This is an optimization exercise on Yosys and OpenROAD, whose aim is small area and a short achievable clock period, not a production implementation. Function was checked by simulation only, so behaviour that the tests miss may differ from the original. Power and IR drop assume default switching activity.

## flow/config.mk

```make
export PLATFORM = sky130hd
export DESIGN_NAME = core
export DESIGN_NICKNAME = core
export VERILOG_FILES = /design/flow/design.v
export SDC_FILE = /design/flow/constraint.sdc
export NUM_CORES = 4
export LEC_CHECK = 0
export CAP_MARGIN = 20
export CORE_MARGIN = 2
export CORE_UTILIZATION = 40
export SETUP_SLACK_MARGIN = 5
export SLEW_MARGIN = 20
export SYNTH_HIERARCHICAL = 1
export TNS_END_PERCENT = 10
```

## flow/constraint.sdc

```tcl
create_clock -name core_clock -period 16.0 [get_ports {clk}]
set_input_delay 3.2000 -clock core_clock [delete_from_list [all_inputs] [get_ports {clk}]]
set_output_delay 3.2000 -clock core_clock [all_outputs]
set_load 0.01 [all_outputs]
```

## flow/design.v

```verilog
module addr_add
  (
   input  logic [31:0] a, b,
   output logic [31:0] s
   );
   assign s = a + b;
endmodule
module rf_readbit
  (
   input  logic [31:1] d,
   input  logic [31:1] s,
   output logic        y
   );
   logic [15:0] n;
   logic [3:0]  m;
   always_comb begin
      n[0] = ~(d[1] & s[1]);
      for (integer k = 1; k < 16; k = k + 1) n[k] = ~((d[2*k] & s[2*k]) | (d[2*k+1] & s[2*k+1]));
      for (integer j = 0; j < 4; j = j + 1) m[j] = ~&n[4*j +: 4];
   end
   assign y = |m;
endmodule
module rf_read
  (
   input  logic [1023:32] q,
   input  logic [31:1]    sel,
   output logic [31:0]    rd
   );
   for (genvar b = 0; b < 32; b = b + 1) begin : g_bit
      logic [31:1] d;
      for (genvar i = 1; i < 32; i = i + 1) begin : g_d
         assign d[i] = q[32*i + b];
      end
      rf_readbit rb (.d(d), .s(sel), .y(rd[b]));
   end
endmodule
module core
  (
   input clk, rst,
   output [31:0] imem_addr,
   input [31:0] imem_rdata,
   output [31:0] dmem_addr,
   output [31:0] dmem_wdata,
   output dmem_we,
   input [31:0] dmem_rdata,
   output logic [31:0] io_o,
   output [31:0] test
   );
   logic [31:0] pc;
   logic [31:0] instr;
   assign instr = imem_rdata;
   assign imem_addr = pc;
   logic [6:0] op;
   logic [2:0] f3;
   logic [4:0] ra1, ra2, wa;
   assign op = instr[6:0];
   assign f3 = instr[14:12];
   assign ra1 = instr[19:15];
   assign ra2 = instr[24:20];
   assign wa  = instr[11:7];
   logic is_load, is_store, is_r, is_i, is_br, is_jal, is_jalr, is_lui, is_auipc;
   assign is_load  = op == 7'b0000011;
   assign is_store = op == 7'b0100011;
   assign is_r     = op == 7'b0110011;
   assign is_i     = op == 7'b0010011;
   assign is_br    = op == 7'b1100011;
   assign is_jal   = op == 7'b1101111;
   assign is_jalr  = op == 7'b1100111;
   assign is_lui   = op == 7'b0110111;
   assign is_auipc = op == 7'b0010111;
   logic [31:0] immI, immS, immB, immJ, immU, immA, immP;
   assign immI = {{20{instr[31]}}, instr[31:20]};
   assign immS = {{20{instr[31]}}, instr[31:25], instr[11:7]};
   assign immB = {{20{instr[31]}}, instr[7], instr[30:25], instr[11:8], 1'b0};
   assign immJ = {{12{instr[31]}}, instr[19:12], instr[20], instr[30:21], 1'b0};
   assign immU = {instr[31:12], 12'b0};
   assign immA = is_store ? immS : immI;
   assign immP = is_jal ? immJ : (is_br ? immB : immU);
   logic [31:0] regs [1:31];
   logic [31:0] r14;
   logic [31:0] valid;
   logic        we;
   logic [31:0] wd;
   always_ff @(posedge clk) begin
      if (we) begin
         for (integer i = 1; i < 32; i = i + 1)
           if (i != 14 && wa == i[4:0]) regs[i] <= wd;
      end
   end
   always_ff @(posedge clk, posedge rst) begin
      if (rst) r14 <= 32'b0;
      else if (we && wa == 5'd14) r14 <= wd;
   end
   always_ff @(posedge clk, posedge rst) begin
      if (rst) valid <= 32'b0;
      else if (we) begin
         for (integer i = 1; i < 32; i = i + 1)
           if (i != 14 && wa == i[4:0]) valid[i] <= 1'b1;
      end
   end
   assign test = r14;
   logic [1023:0] q;
   logic [31:0]   qvalid;
   always_comb begin
      q = '0;
      qvalid = valid;
      qvalid[0] = 1'b0;
      qvalid[14] = 1'b1;
      for (integer i = 1; i < 32; i = i + 1)
        q[32*i +: 32] = (i == 14) ? r14 : regs[i];
   end
   logic [31:0] rd1, rd2;
   logic [31:1] sel1, sel2;
   always_comb begin
      for (integer i = 1; i < 32; i = i + 1) begin
         sel1[i] = ra1 == i[4:0] && qvalid[i];
         sel2[i] = ra2 == i[4:0] && qvalid[i];
      end
   end
   rf_read rp1 (.q(q[1023:32]), .sel(sel1), .rd(rd1));
   rf_read rp2 (.q(q[1023:32]), .sel(sel2), .rd(rd2));
   logic sub;
   assign sub = is_br | ((is_r | is_i) & ((f3 == 3'b000 & is_r & instr[30]) | f3 == 3'b010 | f3 == 3'b011));
   logic [31:0] opb, sum, addr;
   logic [32:0] t;
   assign opb = (is_r | is_br) ? rd2 : immI;
   assign t   = {1'b0, rd1} + {1'b0, opb ^ {32{sub}}} + {32'b0, sub};
   assign sum = t[31:0];
   logic lt, ltu, eq;
   assign ltu = ~t[32];
   assign lt  = (rd1[31] ^ opb[31]) ? rd1[31] : t[31];
   assign eq  = ~|t[31:0];
   addr_add aa(.a(rd1), .b(immA), .s(addr));
   logic [31:0] shx, shr, sh;
   logic        left, fill;
   assign left = ~f3[2];
   assign fill = instr[30] & ~left & rd1[31];
   always_comb for (integer i = 0; i < 32; i = i + 1) shx[i] = left ? rd1[31-i] : rd1[i];
   assign shr = $signed({fill, shx}) >>> opb[4:0];
   always_comb for (integer i = 0; i < 32; i = i + 1) sh[i] = left ? shr[31-i] : shr[i];
   logic [31:0] wdata;
   assign wdata = (f3 == 3'b000) ? {24'b0, rd2[7:0]} :
                  (f3 == 3'b001) ? {16'b0, rd2[15:0]} : rd2;
   assign dmem_addr  = addr;
   assign dmem_wdata = wdata;
   assign dmem_we    = is_store & addr[31];
   always_ff @(posedge clk or posedge rst) begin
      if (rst) io_o <= 32'b0;
      else if (is_store & ~addr[31]) io_o <= wdata;
   end
   logic [31:0] pc4, pct;
   assign pc4 = pc + 32'd4;
   assign pct = pc + immP;
   logic taken;
   always_comb begin
      case (f3)
        3'b000: taken = eq;
        3'b001: taken = ~eq;
        3'b100: taken = lt;
        3'b101: taken = ~lt;
        3'b110: taken = ltu;
        3'b111: taken = ~ltu;
        default: taken = 1'b1;
      endcase
   end
   always_ff @(posedge clk or posedge rst) begin
      if (rst) pc <= 32'b0;
      else if (is_jalr) pc <= {addr[31:1], 1'b0};
      else if (is_jal | (is_br & taken)) pc <= pct;
      else pc <= pc4;
   end
   logic [31:0] alu_res, ld;
   always_comb begin
      case (f3)
        3'b000: alu_res = sum;
        3'b001: alu_res = sh;
        3'b010: alu_res = {31'b0, lt};
        3'b011: alu_res = {31'b0, ltu};
        3'b100: alu_res = rd1 ^ opb;
        3'b101: alu_res = sh;
        3'b110: alu_res = rd1 | opb;
        default: alu_res = rd1 & opb;
      endcase
   end
   always_comb begin
      if (~addr[31]) ld = io_o;
      else case (f3)
        3'b000: ld = {{24{dmem_rdata[7]}}, dmem_rdata[7:0]};
        3'b001: ld = {{16{dmem_rdata[15]}}, dmem_rdata[15:0]};
        3'b100: ld = {24'b0, dmem_rdata[7:0]};
        3'b101: ld = {16'b0, dmem_rdata[15:0]};
        default: ld = dmem_rdata;
      endcase
   end
   assign we = is_load | is_r | is_i | is_jal | is_jalr | is_lui | is_auipc;
   assign wd = is_load ? ld :
               (is_jal | is_jalr) ? pc4 :
               is_lui ? immU :
               is_auipc ? pct : alu_res;
endmodule
```

## flow/run.sh

```bash
#!/bin/bash
# synth_recipe.tcl (not shown) runs the flow's synth.tcl, then flattens the netlist and writes it again
# the make line also repeats each setting of config.mk as NAME=value (left out here)
make -C /OpenROAD-flow-scripts/flow DESIGN_CONFIG=/design/flow/config.mk WORK_HOME=/design/flow/orfs CLKGATE_MAP_FILE= SYNTH_SCRIPT=/design/flow/synth_recipe.tcl finish
```

==> results of run 1 <==
-- modules after synthesis, one instance, submodules excluded, excerpt --
module,times used,cell area [um2],cells inside
addr_add,1,2050,275
core,1,46300,3282
rf_readbit,64,154,20
-- state kept, by name (all words and copies together) (netlist names) --
| register | count |
|---|---|
| pc | 31 |
| r14 | 32 |
| valid | 30 |
| io_o | 32 |
| regs | 960 |
-- power by group through the flow --
stage	registers (mW)	logic, mW	clock network (mW)
after CTS	3.30	1.51	2.76
after floorplan	3.33	0.713	0
final	3.30	1.59	2.75
after global routing	3.30	1.62	2.87
after detailed placement	3.35	1.47	0
after global placement	3.35	1.48	0
-- logic make-up (layout without fill, tap and decap cells) --
group           Yosys count  count (layout)  synth area share (%)
simple gates           1161            1161                  10.5
fa+ha+maj               162             162                  3.52
other cells               1              20               0.00644
mux                     183             183                  3.65
buf+inv                 315             827                  2.35
flops                  1085            1085                  54.9
compound gates         1792            1792                  23.0
xor+xnor                138             138                  2.08
-- synthesized netlist by cell type, types with 15 or more instances --
cell type / number / share of area (%)
a211oi_1: 39 / 0.50
a21o_1: 57 / 0.73
a21oi_1: 234 / 2.0
a221oi_1: 16 / 0.24
a221oi_2: 64 / 1.7
a222oi_1: 65 / 1.1
a22o_1: 73 / 1.1
a22oi_1: 776 / 10
a31oi_1: 63 / 0.68
and2_1: 44 / 0.47
and3_1: 83 / 0.89
buf_1: 26 / 0.17
buf_4: 35 / 0.45
clkbuf_1: 126 / 0.81
dfrtp_1: 125 / 5.4
edfxtp_1: 960 / 50
ha_1: 159 / 3.4
inv_1: 107 / 0.69
mux2_2: 78 / 1.5
mux2i_1: 88 / 1.5
mux4_2: 15 / 0.58
nand2_1: 213 / 1.4
nand2b_1: 17 / 0.18
nand3_1: 192 / 1.7
nand4_1: 167 / 1.8
nor2_1: 196 / 1.3
nor2b_1: 29 / 0.31
nor3_1: 44 / 0.38
nor4_1: 15 / 0.16
o211ai_1: 22 / 0.28
o21a_1: 17 / 0.22
o21ai_0: 160 / 1.4
o22ai_1: 15 / 0.16
o31ai_1: 23 / 0.30
or2_2: 38 / 0.41
or4_1: 73 / 0.94
xnor2_1: 89 / 1.3
xor2_1: 49 / 0.74
-- critical path: cells and delay by family --
| family | cells | cell delay, ns |
|---|---|---|
| adders and majority gates | 1 | 0.22 |
| buffers and inverters | 6 | 1.34 |
| xor gates and xnor gates | 1 | 0.38 |
| AOI/OAI and AO/OA | 5 | 1.13 |
| and+or+nand+nor | 6 | 1.73 |
-- final cells by class --
cell class              instances  area, um2
repair buffers                496       4940
well taps                    1917       2400
clock inverters                73        808
diodes                         19       47.5
fillers                     12941      75000
inverters                     112        429
multi-input cells            3437      26500
flip-flops and latches       1085      32000
clock buffers                 146       3020
-- per-stage QoR --
| step | hold slack, ns | area [um2] | worst slack (ns) |
|---|---|---|---|
| floorplan | 0.445 | 58200 | 5.01 |
| global placement | 0.464 | 64100 | 2.65 |
| detailed placement | 0.461 | 64100 | 2.51 |
| CTS | 0.482 | 69700 | 4.87 |
| global route | 0.492 | 70000 | 4.80 |
| finish | 0.491 | 70100 | 4.77 |
-- what timing repair did --
action	4_1_cts	5_1_grt
buffers inserted	34	11
gates resized for setup	316	50
cloned	13	0
pin swaps	71	22
setup endpoints to repair	555	341
-- worst max-delay path by stage --
stage | start | end | slack, ns | cells past startpoint
after floorplan | imem_rdata[15] | dmem_we | 5.01 | 19
after global placement | imem_rdata[19] | dmem_we | 2.65 | 17
after detailed placement | imem_rdata[19] | dmem_we | 2.51 | 17
after CTS | imem_rdata[22] | pc[16] | 4.87 | 25
after global routing | imem_rdata[17] | dmem_addr[31] | 4.80 | 18
final | imem_rdata[19] | dmem_addr[9] | 4.77 | 19
-- routing by layer --
metal | global-route usage (%) | vias up
met5 | 0 | -
met3 | 12.2 | 980
met2 | 58.3 | 4050
li1 | - | 20891
met1 | 48.9 | 26122
met4 | 31.8 | 38
==> reports/qor.csv, run 1 <==
stage,metric,value,unit
global_routing,grt_pass1_wl,409,mm
setup_path,r2r_slack,8.36,ns
logic_synthesis,syn_area,0.0582,mm2
power_and_ir_drop,power_frac_seq,43.2,%
power_and_ir_drop,switching_power,2.39,mW
power_and_ir_drop,p_clk_share,36.0,%
clock_network,cts_buffers,115,
global_routing,grt-ovfl-total,0,
logic_synthesis,synth_edf_count,960,
setup_path,end_kind,primary output,
drt,drt_iter0_drc,8810,
setup_path,crit_type,input pin to primary output,
cells_and_area,layout_commonest_cell,edfxtp_1,
drt,drc,0,
setup_path,critPathArrivalTime,8.03,ns
floorplan,die_x,386,um
setup_path,cp_common_cell,buf_4,
clock_network,cts_tree,done,
floorplan,start_util,40.1,%
placement,place_congestion,1.05,
min_path,hp-class,flip-flop to flip-flop,
placement,place_inst,6988,
floorplan,die-area,0.149,mm2
cells_and_area,nNetsFinal,5475,
cells_and_area,final_cell_mix,"960 x edfxtp_1, 771 x a22oi_1, 224 x a21oi_1, 224 x buf_4, 211 x nand2_1",
setup_path,cp-start-kind,input pin,
drt,dr_wl_met3,36.6,mm
clock_network,clkTransAtPathRegs,0.06,ns
drt,top_layer,met5,
min_path,worstHoldPathCells,1,
min_path,min_to,valid[27],
timing,slew_headroom,13.0,%
timing,finalCritPeriodShare,70.2,%
floorplan,pin_count,227,
clock_network,cts.htree.levels,3,
logic_synthesis,ys_warn_count,9,
timing,setup-tns-final,0,ns
global_routing,grt_use_total,39.9,%
timing,tightest_slew,1.31,ns
timing,hold_violations,0,
power_and_ir_drop,peakVddDrop,0.109,mV
logic_synthesis,ys_seq_elements,1085,
timing,rsz0062_at_grt,true,
power_and_ir_drop,finalPower,7.63,mW
timing,max_freq,89.0,MHz
timing,maxSlewViolCount,0,
setup_path,crit-reg2reg-capture,pc[25],
power_and_ir_drop,power.leakage,24.9,nW
drt,wl_met1,108,mm
setup_path,path_cells,"buf_6, nor2b_4, and2_4, and3_4, buf_12, a222oi_1, nand3_2, or4_4, ha_4, buf_4, buf_4, a211oi_1, o21a_2, buf_4, a21oi_1, o21ai_0, nand2b_1, xor2_2, clkdlybuf4s50_1",
cells_and_area,fin_cells,7285,
drt,routedWlPerCell,41.7,um
setup_path,critPathRequiredTime,12.80,ns
drt,vias_per_cell,7.15,
placement,hpwl,206,mm
logic_synthesis,avgSynthCellArea,12.0,um2
status,status,timing/DRC/antenna clean,
power_and_ir_drop,combPwrFrac,20.8,%
power_and_ir_drop,p_int,5.25,mW
timing,setup_violations,0,
setup_path,crit_path_top_delay_cell,or4_4,
logic_synthesis,netlist_instances,4837,
min_path,min-delay-start,valid[27],
logic_synthesis,syn_nets,5065,
timing,fin_skew,0.0871,ns
setup_path,ff2ff_path_depth,21,
clock_network,clk_latency,0.82,ns
power_and_ir_drop,swShare,31.3,%
drt,antenna_left,0,
clock_network,root_buffer,clkbuf_16,
clock_network,clockBufferDepth,3,
cells_and_area,drive_above_1_share,17.1,%
cells_and_area,area_delta_synth_final,20.3,%
drt,wl_met2,128,mm
setup_path,r2r-start,valid[5],
logic_synthesis,synthArstFlopShare,11.5,%
global_routing,grt_antenna_before_repair,32,
global_routing,grt_start_max_net_pins,82,
drt,vias,52081,
clock_network,postCtsHoldBufs,0,
cells_and_area,finish.utilization,48.3,%
drt,detail_route.wirelength,304,mm
power_and_ir_drop,power.density,109,mW/mm2
floorplan,die_y,386,um
timing,fin_crit,11.23,ns
clock_network,cts_sinks,1085,
global_routing,grt_pass1_vias,48221,
placement,portBuffers,225,
floorplan,rows,140,
floorplan,core_area,0.145,mm2
drt,drt-pass1-iter-count,9,
logic_synthesis,ys_seq_area_share,54.9,%
logic_synthesis,synth-main-ff-cell,edfxtp_1,
setup_path,slowest_delay,0.73,ns
logic_synthesis,ys_types,104,
setup_path,crit_fanout,16,
run,cap_violations,0,
==> inputs of run 2 (changes only) <==
==> flow/flow/run.sh (new file) <==
#!/bin/bash
# The standard layout, with buf_2 cells (instead of the default clkdlybuf4s50_1) as the
# buffers that buffer_ports puts on every input and output port. ORFS's own logs are in
# orfs/logs; make's output is in flow_make.log.
set -euo pipefail
bash standard.sh "BUFFER_PORTS_ARGS=-buffer_cell sky130_fd_sc_hd__buf_2" finish > flow_make.log 2>&1
==> flow/standard.sh (new file) <==
#!/bin/bash
# synth_recipe.tcl (not shown) runs the flow's synth.tcl, then flattens the netlist and writes it again
# the make line also repeats each setting of config.mk as NAME=value (left out here)
make -C /OpenROAD-flow-scripts/flow DESIGN_CONFIG=/design/flow/config.mk WORK_HOME=/design/flow/orfs CLKGATE_MAP_FILE= SYNTH_SCRIPT=/design/flow/synth_recipe.tcl "${@:-finish}"
removed: flow/run.sh
==> reports/qor.csv, run 2 <==
stage,metric,value,unit,change
status,status,timing/DRC/antenna clean,,
logic_synthesis,ys_top_cells_by_area,"edfxtp_1 50%, a22oi_1 10%, dfrtp_1 5.4%, ha_1 3.4%, a21oi_1 2.0%",,
global_routing,grt_start_max_net_pins,71,,-13%
clock_network,cts_buffers,115,,unchanged
logic_synthesis,synth_top_area_share,49.5,%,unchanged
logic_synthesis,ys_warn_count,9,,unchanged
timing,fin_skew,0.0416,ns,-0.0455 ns
global_routing,grt_antenna_before_repair,46,,+44%
floorplan,core_area,0.145,mm2,unchanged
clock_network,cts_sinks,1085,,unchanged
clock_network,cts_tree,done,,
drt,detail_route.wirelength,305,mm,+0.52%
drt,antenna_left,0,,unchanged
logic_synthesis,syn_nets,5065,,unchanged
global_routing,grt_pass1_vias,47854,,-0.76%
cells_and_area,layout_commonest_cell,edfxtp_1,,
logic_synthesis,ys_types,104,,unchanged
setup_path,r2r-start,valid[18],,
logic_synthesis,synth_most_common_cell,edfxtp_1,,
setup_path,crit-reg2reg-capture,pc[16],,
cells_and_area,fillers,13122,,+1.4%
logic_synthesis,synthArstFlopShare,11.5,%,unchanged
power_and_ir_drop,peakVddDrop,0.102,mV,-6.7%
global_routing,grt-ovfl-total,0,,unchanged
logic_synthesis,netlist_instances,4837,,unchanged
run,cap_violations,0,,unchanged
logic_synthesis,yosysTopAreaCell,edfxtp_1,,
drt,drt_iter0_drc,8441,,-4.2%
timing,rsz0062_at_grt,true,,
floorplan,start_util,40.1,%,unchanged
floorplan,rows,140,,unchanged
drt,drt-pass1-iter-count,10,,+1
setup_path,crit_path_end,dmem_we,,
min_path,hp-class,flip-flop to flip-flop,,
timing,fin_crit,11.22,ns,-0.0149 ns
drt,drc,0,,unchanged
logic_synthesis,ys_top_cells_by_count,"960 x edfxtp_1, 776 x a22oi_1, 234 x a21oi_1",,
setup_path,critPathRequiredTime,12.80,ns,about the same
timing,setup-tns-final,0,ns,unchanged
cells_and_area,multiInputGateArea,0.0264,mm2,-0.25%
drt,routedWlPerCell,42.2,um,+1.1%
timing,finalCritPeriodShare,70.1,%,-0.093 points
cells_and_area,reg_top3,"regs (960), io_o (32), r14 (32)",,
cells_and_area,area_delta_synth_final,17.5,%,
placement,place_congestion,1.08,,+2.2%
cells_and_area,final_area,0.0685,mm2,-2.3%
timing,setup_violations,0,,unchanged
placement,portBuffers,225,,unchanged
setup_path,end_kind,primary output,,
cells_and_area,nNetsFinal,5437,,-0.69%
clock_network,clockBufferDepth,3,,unchanged
clock_network,clkTransAtPathRegs,0.06,ns,about the same
clock_network,cts.htree.levels,3,,unchanged
global_routing,grt_use_total,39.9,%,about the same
logic_synthesis,synth-main-ff-cell,edfxtp_1,,
cells_and_area,register_area,0.0320,mm2,unchanged
cells_and_area,largest_register,regs,,
cells_and_area,fin_cells,7242,,-0.59%
floorplan,pin_count,227,,unchanged
setup_path,cp-start-kind,input pin,,
clock_network,clk_latency,0.78,ns,-0.04 ns
timing,tightest_slew,1.17,ns,-0.138 ns
drt,vias_per_cell,7.19,,+0.57%
clock_network,postCtsHoldBufs,0,,unchanged
setup_path,crit_fanout,32,,+16
floorplan,die-area,0.149,mm2,unchanged
logic_synthesis,ys_seq_elements,1085,,unchanged
setup_path,critPathArrivalTime,8.02,ns,about the same
timing,max_freq,89.1,MHz,+0.13%
placement,preCtsSetupSlack,3.06,ns,+0.551 ns
timing,fin_hold_ws,0.483,ns,-0.00799 ns
global_routing,grt_pass1_wl,408,mm,-0.26%
floorplan,die_y,386,um,unchanged
setup_path,ff2ff_path_depth,21,,unchanged
placement,hpwl,207,mm,+0.74%
cells_and_area,finish.utilization,47.2,%,-1.1 points
placement,place_inst,6966,,-0.31%
logic_synthesis,syn_area,0.0582,mm2,unchanged
logic_synthesis,avgSynthCellArea,12.0,um2,unchanged
timing,slew_headroom,21.4,%,+8.4 points
cells_and_area,drive_above_1_share,20.5,%,+3.4 points
drt,vias,52071,,-0.019%
timing,hold_violations,0,,unchanged
cells_and_area,largest_reg_flops,960,,unchanged
logic_synthesis,ys_seq_area_share,54.9,%,unchanged
placement,placed_area,0.0628,mm2,-2.0%
min_path,min-delay-start,valid[28],,
timing,layout_setup_ws,4.78,ns,+0.0149 ns
floorplan,die_x,386,um,unchanged
clock_network,root_buffer,clkbuf_16,,
power_and_ir_drop,power.density,112,mW/mm2,+2.4%
power_and_ir_drop,power.leakage,24.8,nW,-0.16%
setup_path,r2r_slack,7.89,ns,-0.47 ns
setup_path,cp-startpoint,imem_rdata[17],,
setup_path,crit_type,input pin to primary output,,
power_and_ir_drop,finalPower,7.64,mW,about the same
timing,maxSlewViolCount,0,,unchanged
cells_and_area,final_cell_mix,"960 x edfxtp_1, 768 x a22oi_1, 228 x a21oi_1",,
logic_synthesis,synth_edf_count,960,,unchanged
[run 2: cell types whose count changed in the layout (fill, tap and decap cells not counted), moves of 10 or more]
cell | before | now
buf_2 | 6 | 218
buf_4 | 224 | 194
and3_1 | 58 | 68
buf_6 | 10 | 30
clkdlybuf4s50_1 | 202 | 0
clkbuf_1 | 28 | 8
buf_12 | 20 | 6
[run 2: worst min path at each step]
stage	to	slack, ns	cells past startpoint
global route	valid[29]	0.50	1
CTS	valid[1]	0.49	1
detailed placement	valid[1]	0.46	1
finish	valid[28]	0.48	1
global placement	valid[28]	0.47	1
floorplan	valid[21]	0.45	1
[run 2: layer usage]
layer  track usage, %  part of all wire, %  up-vias
li1                 -                    -    20812
met1             49.6                   36    26135
met2             57.2                   41     4129
met3             13.9                   14      957
met4             29.7                  9.2       38
met5                0                0.084        -
[run 2: logic make-up (layout without fill, tap and decap cells)]
logic type	after synthesis	in the layout	share of synthesized area [%]
adders and majority gates	162	162	3.52
DFF	1085	1085	54.9
other	1	17	0.00644
xor gates and xnor gates	138	138	2.08
and+or+nand+nor	1161	1161	10.5
muxes	183	184	3.65
buffers and inverters	315	786	2.35
AOI/OAI and AO/OA	1792	1792	23.0
[run 2: area by class of cell]
| type | instances | area share [%] |
|---|---|---|
| repair buffers | 457 | 4.75 |
| inverters | 112 | 0.627 |
| clock inverters | 88 | 1.42 |
| well taps | 1917 | 3.50 |
| flip-flops and latches | 1085 | 46.7 |
| multi-input cells | 3438 | 38.6 |
| clock buffers | 129 | 4.39 |
| diodes | 16 | 0.0585 |
[run 2: where the power goes]
| part | switching [mW] | internal [mW] | leakage (nW) | total, mW |
|---|---|---|---|---|
| sequential | 0.105 | 3.20 | 10.4 | 3.31 |
| combinational | 1.05 | 0.443 | 12.5 | 1.49 |
| clock | 1.21 | 1.63 | 1.94 | 2.84 |
[run 2: modules after synthesis, one instance, submodules excluded, excerpt]
module      times used  cells inside  cell area [um2]  flip-flops and latches
rf_readbit          64            20              154                       0
addr_add             1           275             2050                       0
core                 1          3282            46300                    1085
[run 2: what timing repair did]
action                                  in CTS  in global routing
pin swaps                                   54                 33
resized for setup                          184                 58
setup buffers                               30                  6
endpoints found under the setup margin     123                 52
gates cloned                                 6                  0
[run 2: critical path: stages]
cell	delay, ns
buf_6	0.15
nor2b_4	0.16
nor2b_4	0.18
and3_1	0.19
buf_6	0.20
a22oi_1	0.20
nand4_1	0.55
or4_4	0.86
ha_2	0.40
a21oi_1	0.29
a21oi_2	0.11
o21ai_1	0.24
a21oi_4	0.07
o211a_1	0.21
o211ai_1	0.23
bufbuf_16	0.36
and2_1	0.15
buf_2	0.13
==> inputs of run 3 (changes only) <==
--- a/flow/config.mk
+++ b/flow/config.mk
@@ -9,4 +9,6 @@
 export CORE_MARGIN = 2
 export CORE_UTILIZATION = 40
+export CTS_CLUSTER_DIAMETER = 100
+export CTS_CLUSTER_SIZE = 20
 export SETUP_SLACK_MARGIN = 5
 export SLEW_MARGIN = 20
==> reports/qor.csv, run 3 <==
stage,metric,value,unit,change
status,status,timing/DRC/antenna clean,,
clock_network,postCtsHoldBufs,0,,unchanged
global_routing,grt_pass1_wl,405,mm,-0.76%
global_routing,grt_antenna_before_repair,48,,+4.3%
clock_network,cts_buffers,68,,-41%
timing,slew_headroom,15.6,%,-5.8 points
setup_path,crit_fanout,16,,-50%
logic_synthesis,ys_seq_elements,1085,,unchanged
clock_network,cts_tree,done,,
setup_path,critPathRequiredTime,12.80,ns,about the same
drt,drt_iter0_drc,8795,,+4.2%
timing,rsz0062_at_grt,true,,
placement,place_inst,6966,,unchanged
setup_path,critPathArrivalTime,7.93,ns,-0.09 ns
cells_and_area,fillers,13264,,+1.1%
cells_and_area,drive_above_1_share,19.1,%,-1.5 points
floorplan,die-area,0.149,mm2,unchanged
drt,vias,51742,,-0.63%
floorplan,rows,140,,unchanged
logic_synthesis,yosysTopAreaCell,edfxtp_1,,
logic_synthesis,ys_top_cells_by_count,"960 x edfxtp_1, 776 x a22oi_1, 234 x a21oi_1",,
setup_path,r2r-start,valid[5],,
global_routing,grt_use_total,39.6,%,-0.33 points
timing,setup-tns-final,0,ns,unchanged
cells_and_area,largest_reg_flops,960,,unchanged
power_and_ir_drop,peakVddDrop,0.0772,mV,-24%
setup_path,crit_type,input pin to primary output,,
timing,hold_violations,0,,unchanged
floorplan,die_y,386,um,unchanged
clock_network,root_buffer,clkbuf_16,,
logic_synthesis,syn_area,0.0582,mm2,unchanged
floorplan,start_util,40.1,%,unchanged
global_routing,grt_pass1_vias,47210,,-1.3%
timing,finalCritPeriodShare,69.5,%,-0.58 points
placement,hpwl,207,mm,unchanged
floorplan,core_area,0.145,mm2,unchanged
cells_and_area,area_delta_synth_final,14.4,%,
cells_and_area,final_area,0.0666,mm2,-2.7%
setup_path,crit_path_end,dmem_addr[19],,
logic_synthesis,ys_types,104,,unchanged
drt,antenna_left,0,,unchanged
setup_path,cp-startpoint,imem_rdata[16],,
global_routing,grt_start_max_net_pins,71,,unchanged
clock_network,cts_sinks,1085,,unchanged
drt,drt-pass1-iter-count,8,,-2
logic_synthesis,synthArstFlopShare,11.5,%,unchanged
drt,vias_per_cell,7.23,,+0.55%
power_and_ir_drop,power.density,99.6,mW/mm2,-11%
setup_path,crit-reg2reg-capture,pc[20],,
logic_synthesis,synth_edf_count,960,,unchanged
logic_synthesis,ys_seq_area_share,54.9,%,unchanged
drt,drc,0,,unchanged
floorplan,die_x,386,um,unchanged
power_and_ir_drop,power.leakage,23.9,nW,-3.7%
setup_path,ff2ff_path_depth,21,,unchanged
timing,maxSlewViolCount,0,,unchanged
timing,tightest_slew,1.25,ns,+0.0863 ns
logic_synthesis,ys_warn_count,9,,unchanged
placement,place_congestion,1.08,,unchanged
logic_synthesis,synth-main-ff-cell,edfxtp_1,,
clock_network,clk_latency,0.73,ns,-0.05 ns
timing,fin_crit,11.13,ns,-0.0925 ns
logic_synthesis,netlist_instances,4837,,unchanged
logic_synthesis,synth_most_common_cell,edfxtp_1,,
min_path,hp-class,flip-flop to flip-flop,,
cells_and_area,nNetsFinal,5401,,-0.66%
cells_and_area,final_cell_mix,"960 x edfxtp_1, 767 x a22oi_1, 229 x a21oi_1",,
clock_network,clkTransAtPathRegs,0.08,ns,+0.02 ns
logic_synthesis,ys_top_cells_by_area,"edfxtp_1 50%, a22oi_1 10%, dfrtp_1 5.4%, ha_1 3.4%, a21oi_1 2.0%",,
drt,detail_route.wirelength,303,mm,-0.65%
global_routing,grt-ovfl-total,0,,unchanged
clock_network,clockBufferDepth,3,,unchanged
min_path,worstHoldPathCells,1,,unchanged
setup_path,end_kind,primary output,,
timing,fin_skew,0.0609,ns,+0.0193 ns
cells_and_area,layout_commonest_cell,edfxtp_1,,
placement,placed_area,0.0628,mm2,unchanged
cells_and_area,largest_register,regs,,
timing,max_freq,89.9,MHz,+0.83%
placement,portBuffers,225,,unchanged
setup_path,cp-start-kind,input pin,,
floorplan,pin_count,227,,unchanged
cells_and_area,fin_cells,7157,,-1.2%
setup_path,r2r_slack,7.98,ns,+0.09 ns
drt,routedWlPerCell,42.4,um,+0.53%
timing,setup_violations,0,,unchanged
clock_network,cts.htree.levels,3,,unchanged
logic_synthesis,synth_top_area_share,49.5,%,unchanged
run,cap_violations,0,,unchanged
logic_synthesis,avgSynthCellArea,12.0,um2,unchanged
cells_and_area,reg_top3,"regs (960), io_o (32), r14 (32)",,
logic_synthesis,syn_nets,5065,,unchanged
## run 3: cell type report
class | count | area [um2] | area share (%)
Sequential cell | 1085 | 32000 | 48.0
Clock buffer | 98 | 1840 | 2.76
Inverter | 112 | 429 | 0.644
Tap cell | 1917 | 2400 | 3.60
Antenna cell | 25 | 62.6 | 0.0939
Timing Repair Buffer | 468 | 3340 | 5.01
Multi-Input combinational cell | 3438 | 26400 | 39.6
Clock inverter | 14 | 221 | 0.332
## run 3: how the worst min path moves through the flow
stage | from | to
after floorplan | valid[21] | valid[21]
after global placement | valid[28] | valid[28]
after detailed placement | valid[1] | valid[1]
after CTS | valid[1] | valid[1]
after global routing | valid[29] | valid[29]
final | valid[1] | valid[1]
## run 3: report_power, final
group          switching, mW  internal (mW)  total, mW  leakage [nW]
clock network           1.02          0.826       1.85         0.983
registers              0.104           3.20       3.30          10.4
logic                   1.04          0.443       1.48          12.5
total                   2.17           4.47       6.63          23.9
## run 3: stage by stage
| step | hold WS [ns] | power (mW) | util [%] | setup slack (ns) |
|---|---|---|---|---|
| 2_1_floorplan | 0.445 | 4.04 | - | 5.01 |
| 3_3_place_gp | 0.470 | 4.73 | 43.3 | 3.19 |
| 3_5_place_dp | 0.463 | 4.72 | 43.3 | 3.06 |
| 4_1_cts | 0.492 | 6.57 | 45.6 | 4.96 |
| 5_1_grt | 0.509 | 6.77 | 45.9 | 4.92 |
| 6_report | 0.497 | 6.63 | 45.9 | 4.87 |
## run 3: logic make-up (layout without fill, tap and decap cells)
family	after synthesis	after routing	synth area share, %
other	1	26	0.00644
AO/OA/AOI/OAI	1792	1792	23.0
multiplexers	183	184	3.65
flip-flops	1085	1085	54.9
buffers and inverters	315	692	2.35
adder cells (fa/ha/maj)	162	162	3.52
AND/OR/NAND/NOR	1161	1161	10.5
XOR/XNOR	138	138	2.08
## run 3: modules after synthesis (local to each module, per instance), excerpt
module | cells inside | flops+latches
addr_add | 275 | 0
core | 3282 | 1085
rf_readbit | 20 | 0
## run 3: metal layers
layer	vias to the layer above	global-route usage [%]	wire, um
li1	20688	-	-
met2	4203	57.5	127000
met3	903	13.1	40800
met1	25916	49.5	109000
met4	32	27.8	26300
met5	-	0	208
## run 3: repair_timing
action,CTS,global route
gates resized for setup,179,63
pin swaps,55,52
cloned,6,0
buffers inserted,29,18
endpoints found under the setup margin,124,75
## run 3: worst max-delay path, cell delays in order
cell and delay (ns):
buf_6 0.15, nor2b_4 0.17, nor2b_2 0.21, and3_4 0.22
buf_12 0.16, a22oi_1 0.20, nand4_1 0.55, or4_4 0.83
ha_4 0.37, nand2_1 0.11, o21a_2 0.25, and3_1 0.21
and2_1 0.21, o31a_1 0.34, xnor2_2 0.43, buf_2 0.25
==> inputs of run 4 (changes only) <==
--- a/flow/design.v
+++ b/flow/design.v
@@ -1,7 +1,10 @@
 module addr_add
   (
-   input  logic [31:0] a, b,
-   output logic [31:0] s
-   );
+   input  logic [127:0] ay,     
+   input  logic [31:0]  b,
+   output logic [31:0]  s
+   );
+   logic [31:0] a;
+   always_comb for (integer i = 0; i < 32; i = i + 1) a[i] = |ay[4*i +: 4];
    assign s = a + b;
 endmodule
@@ -10,14 +13,12 @@
    input  logic [31:1] d,
    input  logic [31:1] s,
-   output logic        y
+   output logic [3:0]  y        
    );
    logic [15:0] n;
-   logic [3:0]  m;
    always_comb begin
       n[0] = ~(d[1] & s[1]);
       for (integer k = 1; k < 16; k = k + 1) n[k] = ~((d[2*k] & s[2*k]) | (d[2*k+1] & s[2*k+1]));
-      for (integer j = 0; j < 4; j = j + 1) m[j] = ~&n[4*j +: 4];
-   end
-   assign y = |m;
+      for (integer j = 0; j < 4; j = j + 1) y[j] = ~&n[4*j +: 4];
+   end
 endmodule
 module rf_read
@@ -25,5 +26,5 @@
    input  logic [1023:32] q,
    input  logic [31:1]    sel,
-   output logic [31:0]    rd
+   output logic [127:0]   ry      
    );
    for (genvar b = 0; b < 32; b = b + 1) begin : g_bit
@@ -32,5 +33,5 @@
          assign d[i] = q[32*i + b];
       end
-      rf_readbit rb (.d(d), .s(sel), .y(rd[b]));
+      rf_readbit rb (.d(d), .s(sel), .y(ry[4*b +: 4]));
    end
 endmodule
@@ -118,6 +119,13 @@
       end
    end
-   rf_read rp1 (.q(q[1023:32]), .sel(sel1), .rd(rd1));
-   rf_read rp2 (.q(q[1023:32]), .sel(sel2), .rd(rd2));
+   logic [127:0] ry1, ry2;
+   rf_read rp1 (.q(q[1023:32]), .sel(sel1), .ry(ry1));
+   rf_read rp2 (.q(q[1023:32]), .sel(sel2), .ry(ry2));
+   always_comb begin
+      for (integer b = 0; b < 32; b = b + 1) begin
+         rd1[b] = |ry1[4*b +: 4];
+         rd2[b] = |ry2[4*b +: 4];
+      end
+   end
    logic sub;
    assign sub = is_br | ((is_r | is_i) & ((f3 == 3'b000 & is_r & instr[30]) | f3 == 3'b010 | f3 == 3'b011));
@@ -131,5 +139,5 @@
    assign lt  = (rd1[31] ^ opb[31]) ? rd1[31] : t[31];
    assign eq  = ~|t[31:0];
-   addr_add aa(.a(rd1), .b(immA), .s(addr));
+   addr_add aa(.ay(ry1), .b(immA), .s(addr));
    logic [31:0] shx, shr, sh;
    logic        left, fill;
==> reports/qor.csv, run 4 <==
stage,metric,value,unit,change
status,status,timing/DRC/antenna clean,,
global_routing,grt-ovfl-total,0,,unchanged
power_and_ir_drop,peakVddDrop,0.101,mV,+31%
global_routing,grt_use_total,37.7,%,-1.8 points
floorplan,die_x,383,um,-0.62%
timing,finalCritPeriodShare,69.9,%,+0.36 points
power_and_ir_drop,p_int,4.42,mW,-0.98%
logic_synthesis,synth_most_common_cell,edfxtp_1,,
logic_synthesis,synth-main-ff-cell,edfxtp_1,,
timing,maxSlewViolCount,0,,unchanged
logic_synthesis,yosysTopAreaCell,edfxtp_1,,
drt,vias_per_cell,7.13,,-1.3%
logic_synthesis,syn_area,0.0575,mm2,-1.2%
floorplan,die_y,383,um,-0.62%
timing,slew_headroom,8.53,%,-7.0 points
setup_path,slowest_delay,1.30,ns,+0.47 ns
clock_network,clockBufferDepth,3,,unchanged
floorplan,core_area,0.143,mm2,-1.3%
clock_network,root_buffer,clkbuf_16,,
logic_synthesis,synth_top_area_share,50.1,%,+0.62 points
floorplan,rows,139,,-0.71%
cells_and_area,drive_above_1_share,17.1,%,-2.0 points
setup_path,crit_path_top_delay_cell,nor4_1,,
clock_network,postCtsHoldBufs,0,,unchanged
drt,antenna_left,0,,unchanged
timing,fin_crit,11.18,ns,+0.0581 ns
cells_and_area,nNetsFinal,5413,,+0.22%
setup_path,cp-start-kind,input pin,,
timing,fin_hold_ws,0.490,ns,-0.00743 ns
power_and_ir_drop,power_frac_seq,50.2,%,+0.5 points
logic_synthesis,synthArstFlopShare,11.5,%,unchanged
power_and_ir_drop,switching_power,2.12,mW,-2.1%
clock_network,cts_tree,done,,
timing,max_freq,89.4,MHz,-0.52%
run,cap_violations,0,,unchanged
global_routing,grt_pass1_vias,46013,,-2.5%
cells_and_area,area_delta_synth_final,13.3,%,
logic_synthesis,syn_nets,5052,,-0.26%
global_routing,grt_antenna_before_repair,42,,-13%
logic_synthesis,ys_seq_area_share,55.6,%,+0.69 points
timing,rsz0062_at_grt,true,,
power_and_ir_drop,combPwrFrac,22.3,%,about the same
cells_and_area,largest_register,regs,,
drt,vias,50973,,-1.5%
logic_synthesis,synth_edf_count,960,,unchanged
setup_path,crit_type,input pin to flip-flop,,
logic_synthesis,ys_top_cells_by_area,"edfxtp_1 50%, a22oi_1 12%, dfrtp_1 5.4%, ha_1 3.5%, a21oi_1 2.4%",,
drt,drc,0,,unchanged
cells_and_area,fillers,13186,,-0.59%
logic_synthesis,ys_warn_count,10,,+1
min_path,hp-class,flip-flop to flip-flop,,
setup_path,critPathRequiredTime,16.63,ns,+3.83 ns
timing,setup-tns-final,0,ns,unchanged
power_and_ir_drop,power.density,100,mW/mm2,+0.84%
drt,routedWlPerCell,40.1,um,-5.5%
drt,drt_iter0_drc,9029,,+2.7%
placement,place_congestion,1.08,,+0.43%
setup_path,end_kind,flip-flop,,
drt,detail_route.wirelength,286,mm,-5.6%
setup_path,critPathArrivalTime,11.82,ns,+3.89 ns
clock_network,cts.htree.levels,3,,unchanged
timing,hold_violations,0,,unchanged
global_routing,grt_pass1_wl,384,mm,-5.1%
floorplan,die-area,0.147,mm2,-1.2%
placement,hpwl,198,mm,-4.5%
cells_and_area,reg_top3,"regs (960), io_o (32), r14 (32)",,
cells_and_area,layout_commonest_cell,edfxtp_1,,
clock_network,cts_sinks,1085,,unchanged
power_and_ir_drop,p_clk_share,27.6,%,-0.3 points
global_routing,grt_start_max_net_pins,77,,+8.5%
clock_network,clkTransAtPathRegs,0.09,ns,about the same
power_and_ir_drop,swShare,32.5,%,-0.24 points
logic_synthesis,avgSynthCellArea,11.9,um2,-0.96%
clock_network,cts_buffers,67,,-1.5%
floorplan,pin_count,227,,unchanged
logic_synthesis,netlist_instances,4823,,-0.29%
cells_and_area,final_cell_mix,"960 x edfxtp_1, 905 x a22oi_1, 266 x a21oi_1",,
logic_synthesis,ys_seq_elements,1085,,unchanged
logic_synthesis,ys_types,98,,-5.8%
power_and_ir_drop,power.leakage,23.6,nW,-1.5%
floorplan,start_util,40.2,%,about the same
drt,drt-pass1-iter-count,14,,+6
clock_network,clk_latency,0.72,ns,about the same
placement,portBuffers,225,,unchanged
cells_and_area,largest_reg_flops,960,,unchanged
timing,setup_violations,0,,unchanged
timing,tightest_slew,1.36,ns,+0.106 ns
logic_synthesis,ys_top_cells_by_count,"960 x edfxtp_1, 908 x a22oi_1, 271 x a21oi_1",,
timing,fin_skew,0.0374,ns,-0.0235 ns
setup_path,crit_fanout,34,,+18
-- run 4: changes by cell type after synthesis, sizes merged, moves of 47 or more --
cell and change:
nand3 -74, a221oi -60, a22oi +132, nand4 +47
a22o -65, nor2 +48
-- run 4: critical path: cells and delay by family --
kind            cells  cell delay, ns
mux                 2            0.61
buf+inv             4            1.49
compound gates     11            2.65
xor+xnor            1            0.11
simple gates        6            3.37
fa+ha+maj           1            0.28
-- run 4: final timing paths --
kind | to | slack [ns] | cells after the start | startpoint
setup / recovery | pc[14] | 4.82 | 25 | imem_rdata[22]
hold / removal | valid[7] | 0.49 | 1 | valid[7]
setup reg to reg | pc[14] | 7.90 | 24 | valid[28]
hold reg to reg | valid[7] | 0.49 | 1 | valid[7]
max in group asynchronous | valid[24] | 11.99 | 3 | rst
min in group asynchronous | r14[11] | 2.62 | 2 | rst
-- run 4: through the flow --
stage               setup slack (ns)  cells  power [mW]  cell area [um2]  utilization (%)
floorplan                       5.40   4823        4.02            57500                -
global placement                3.97   6950        4.70            62100             43.4
detailed placement              4.02   6950        4.70            62100             43.4
CTS                             4.90   7096        6.47            64700             45.2
global route                    4.97   7124        6.69            65100             45.5
finish                          4.82   7145        6.55            65200             45.5
-- run 4: cell families (layout without fill, tap and decap cells) --
kind of cell	count (synthesis)	after routing	synth area share (%)
adders and majority gates	163	163	3.59
DFF	1085	1085	55.6
other	1	22	0.00652
AOI/OAI and AO/OA	1757	1757	21.9
and+or+nand+nor	1166	1166	10.7
muxes	195	195	3.75
xor gates and xnor gates	143	143	2.18
buffers and inverters	313	711	2.38
-- run 4: repair_timing --
item                       CTS  global route
gates resized for setup     66            67
buffers inserted            39            27
cloned                       1             0
pin swaps                   26            27
setup endpoints to repair   55            53
-- run 4: power groups by stage --
| stage | logic, mW | clock network [mW] | registers [mW] |
|---|---|---|---|
| final | 1.46 | 1.80 | 3.28 |
| after global routing | 1.49 | 1.91 | 3.29 |
| after CTS | 1.37 | 1.82 | 3.28 |
| after detailed placement | 1.35 | 0 | 3.35 |
| after global placement | 1.36 | 0 | 3.35 |
| after floorplan | 0.688 | 0 | 3.33 |
-- run 4: cell type report --
class	count	area (um2)	share of cell area, %
sequential	1085	32000	49.0
tap	1903	2380	3.65
inverter	117	444	0.681
multi-input combinational	3425	25100	38.4
antenna	21	52.6	0.0806
clock inverter	12	154	0.236
clock buffer	94	1820	2.79
timing repair buffer	488	3320	5.10
-- run 4: layer usage --
metal  routed length, um  global-route usage [%]  up-vias  part of all wire (%)
li1                    -                       -    20544                     -
met1              102000                    48.0    25359                    36
met2              118000                    53.6     4168                    41
met3               39700                    12.7      864                    14
met4               25500                    26.8       38                   8.9
met5                 266                       0        -                 0.093
-- run 4: per-module statistics from Yosys (local to each module, per instance), excerpt --
module	cell area (um2)	cells	copies in the design	flip-flops and latches
core	46300	3280	1	1085
addr_add	2340	327	1	0
rf_readbit	139	19	64	0
==> inputs of run 5 (changes only) <==
--- a/flow/design.v
+++ b/flow/design.v
@@ -5,7 +5,33 @@
    output logic [31:0]  s
    );
-   logic [31:0] a;
+   logic [31:0] a, g0, p0;
    always_comb for (integer i = 0; i < 32; i = i + 1) a[i] = |ay[4*i +: 4];
-   assign s = a + b;
+   assign g0 = a & b;
+   assign p0 = a ^ b;
+   logic [31:0] g [0:5];
+   logic [31:0] p [0:5];
+   assign g[0] = g0;
+   assign p[0] = p0;
+   for (genvar k = 0; k < 5; k = k + 1) begin : g_lvl
+      for (genvar i = 0; i < 32; i = i + 1) begin : g_bit
+         if (i >= (1 << k)) begin : g_dot
+            ks_dot d (.gh(g[k][i]), .ph(p[k][i]), .gl(g[k][i - (1 << k)]), .pl(p[k][i - (1 << k)]),
+                      .go(g[k+1][i]), .po(p[k+1][i]));
+         end
+         else begin : g_pass
+            assign g[k+1][i] = g[k][i];
+            assign p[k+1][i] = p[k][i];
+         end
+      end
+   end
+   assign s = p0 ^ {g[5][30:0], 1'b0};
+endmodule
+module ks_dot
+  (
+   input  logic gh, ph, gl, pl,
+   output logic go, po
+   );
+   assign go = gh | (ph & gl);
+   assign po = ph & pl;
 endmodule
 module rf_readbit
==> reports/qor.csv, run 5 <==
stage,metric,value,unit,change
placement,hpwl,212,mm,+7.0%
drt,detail_route.wirelength,300,mm,+4.7%
global_routing,grt_antenna_before_repair,43,,+2.4%
global_routing,grt_pass1_vias,47446,,+3.1%
drt,vias,52039,,+2.1%
floorplan,rows,139,,unchanged
cells_and_area,reg_top3,"regs (960), io_o (32), r14 (32)",,
power_and_ir_drop,swShare,30.3,%,-2.2 points
logic_synthesis,syn_area,0.0581,mm2,+1.0%
timing,max_freq,89.4,MHz,about the same
global_routing,grt_pass1_wl,401,mm,+4.3%
drt,vias_per_cell,7.21,,+1.1%
power_and_ir_drop,switching_power,1.88,mW,-11%
setup_path,end_kind,primary output,,
setup_path,crit_fanout,32,,-5.9%
power_and_ir_drop,p_clk_share,30.7,%,+3.1 points
cells_and_area,finish.utilization,45.5,%,about the same
cells_and_area,layout_commonest_cell,edfxtp_1,,
global_routing,grt-ovfl-total,0,,unchanged
logic_synthesis,ys_warn_count,14,,+4
logic_synthesis,syn_nets,5152,,+2.0%
power_and_ir_drop,p_int,4.33,mW,-2.0%
placement,place_inst,7035,,+1.2%
timing,finalCritPeriodShare,69.9,%,about the same
setup_path,cp-start-kind,input pin,,
setup_path,critPathRequiredTime,12.80,ns,-3.83 ns
clock_network,clkTransAtPathRegs,0.08,ns,about the same
cells_and_area,largest_reg_flops,960,,unchanged
setup_path,critPathArrivalTime,7.98,ns,-3.84 ns
power_and_ir_drop,power.leakage,24.2,nW,+2.7%
timing,fin_skew,0.0346,ns,-0.00284 ns
min_path,hp-class,flip-flop to flip-flop,,
timing,slew_headroom,12.7,%,+4.2 points
floorplan,die_y,385,um,+0.51%
logic_synthesis,netlist_instances,4927,,+2.2%
placement,placed_area,0.0627,mm2,+0.97%
floorplan,die_x,385,um,+0.51%
power_and_ir_drop,peakVddDrop,0.0919,mV,-9.2%
timing,setup_violations,0,,unchanged
cells_and_area,fin_cells,7215,,+0.98%
placement,portBuffers,225,,unchanged
setup_path,crit_type,input pin to primary output,,
clock_network,postCtsHoldBufs,0,,unchanged
power_and_ir_drop,power_frac_seq,51.8,%,+1.6 points
timing,tightest_slew,1.30,ns,-0.0621 ns
timing,fin_crit,11.18,ns,-0.00481 ns
cells_and_area,nNetsFinal,5469,,+1.0%
floorplan,start_util,40.4,%,+0.22 points
floorplan,die-area,0.148,mm2,+1.0%
power_and_ir_drop,power.density,95.0,mW/mm2,-5.4%
clock_network,clockBufferDepth,3,,unchanged
timing,maxSlewViolCount,0,,unchanged
cells_and_area,drive_above_1_share,14.8,%,-2.3 points
floorplan,core_area,0.144,mm2,+0.49%
clock_network,cts.htree.levels,3,,unchanged
global_routing,grt_start_max_net_pins,65,,-16%
logic_synthesis,avgSynthCellArea,11.8,um2,-1.1%
drt,drt_iter0_drc,8421,,-6.7%
power_and_ir_drop,combPwrFrac,17.5,%,-4.8 points
timing,hold_violations,0,,unchanged
drt,antenna_left,0,,unchanged
placement,place_congestion,1.08,,-0.14%
cells_and_area,final_area,0.0654,mm2,+0.39%
cells_and_area,largest_register,regs,,
clock_network,cts_sinks,1085,,unchanged
clock_network,clk_latency,0.73,ns,about the same
drt,routedWlPerCell,41.5,um,+3.7%
timing,setup-tns-final,0,ns,unchanged
timing,rsz0062_at_grt,true,,
global_routing,grt_use_total,39.3,%,+1.6 points
clock_network,root_buffer,clkbuf_16,,
cells_and_area,final_cell_mix,"960 x edfxtp_1, 913 x a22oi_1, 226 x a21oi_1",,
run,cap_violations,0,,unchanged
drt,drt-pass1-iter-count,7,,-7
clock_network,cts_tree,done,,
floorplan,pin_count,227,,unchanged
cells_and_area,area_delta_synth_final,12.6,%,
drt,drc,0,,unchanged
clock_network,cts_buffers,68,,+1.5%
status,status,timing/DRC/antenna clean,,
run 5: cell count changes in the layout (fill, tap and decap cells not counted), sizes merged, moves of 23 or more:
cell	previous run	this run
a21o	80	186
and2	25	121
nand3	118	169
a21oi	274	227
buf	485	442
mux2i	89	46
mux2	100	60
nor2	245	215
xor2	46	69
run 5: cell type report:
type	count	area, um2
fillers	13301	78400
flip-flops and latches	1085	32000
multi-input cells	3537	25600
repair buffers	444	2900
well taps	1903	2380
clock buffers	96	1860
inverters	108	410
clock inverters	15	284
diodes	27	67.6
run 5: power groups by stage:
stage	combinational (mW)	clock (mW)	sequential, mW
6_report	1.09	1.91	3.22
5_1_grt	1.11	2.01	3.22
4_1_cts	1.03	1.92	3.21
3_5_place_dp	1.02	0	3.28
3_3_place_gp	1.01	0	3.28
2_1_floorplan	0.512	0	3.25
run 5: timing repair:
| item | in CTS | in global routing |
|---|---|---|
| setup buffers | 32 | 7 |
| endpoints found under the setup margin | 35 | 44 |
| resized for setup | 22 | 24 |
| gates cloned | 1 | 0 |
| pin swaps | 28 | 11 |
run 5: metal layers:
| metal | track usage, % | wire (um) | vias to the layer above |
|---|---|---|---|
| met5 | 0 | 241 | - |
| met1 | 48.9 | 107000 | 26092 |
| met4 | 29.8 | 27900 | 32 |
| li1 | - | - | 20880 |
| met3 | 12.4 | 38700 | 933 |
| met2 | 56.9 | 126000 | 4102 |
run 5: path summary, 6_finish.rpt:
path	from	end	slack [ns]	depth (start not counted)
min in group asynchronous	rst	pc[29]	2.59	2
max reg2reg	valid[12]	pc[7]	7.93	22
min reg2reg	valid[16]	valid[16]	0.48	1
max in group asynchronous	rst	io_o[29]	11.75	3
max	imem_rdata[15]	dmem_we	4.82	18
min	valid[16]	valid[16]	0.48	1
run 5: critical path: stages:
cell,delay [ns]
buf_2,0.32
nor3b_1,0.20
and3_1,0.22
buf_4,0.29
a22oi_1,0.31
nand4_1,0.46
or4_1,0.62
ha_1,0.36
a21o_1,0.20
a21o_1,0.21
a21o_1,0.21
a21o_1,0.19
a21o_1,0.19
xor2_1,0.16
xnor2_2,0.27
buf_12,0.21
and2_1,0.15
buf_2,0.13
run 5: per-stage QoR:
stage	hold slack, ns	power [mW]	worst slack, ns
6_report	0.483	6.22	4.82
5_1_grt	0.499	6.33	4.84
4_1_cts	0.483	6.16	4.94
3_5_place_dp	0.462	4.29	4.11
3_3_place_gp	0.463	4.29	3.77
2_1_floorplan	0.446	3.76	5.35

-- static timing again, ports no longer ideal --
Ports are ideal in the flow. The routed layouts listed here were re-timed in OpenROAD.
Step 1, drivers: a clkbuf_16 drives clk and a buf_2 each remaining input, both assumed.
Step 2 also shifts input and output timing later by t, the mid clock arrival at the registers, as if the neighbouring blocks saw the same clock.
Slacks: ideal ports / drivers / drivers and shift; pairs: ideal ports / drivers.
run	shift t [ns]	setup slack, ns	hold slack, ns
run 1	0.859	4.766 / 4.685 / 4.298	0.491 / 0.491 / 0.491
run 2	0.848	4.781 / 4.692 / 4.335	0.483 / 0.483 / 0.483
run 3	0.783	4.874 / 4.796 / 4.370	0.497 / 0.497 / 0.497
run 4	0.783	4.816 / 4.865 / 4.082	0.490 / 0.490 / 0.490
run 5	0.793	4.820 / 4.794 / 4.138	0.483 / 0.483 / 0.483
After both steps setup and hold are still met in every run listed. The setup slack of run 4, which loses most, moves by +0.049 ns with the drivers and by -0.734 ns with both steps.
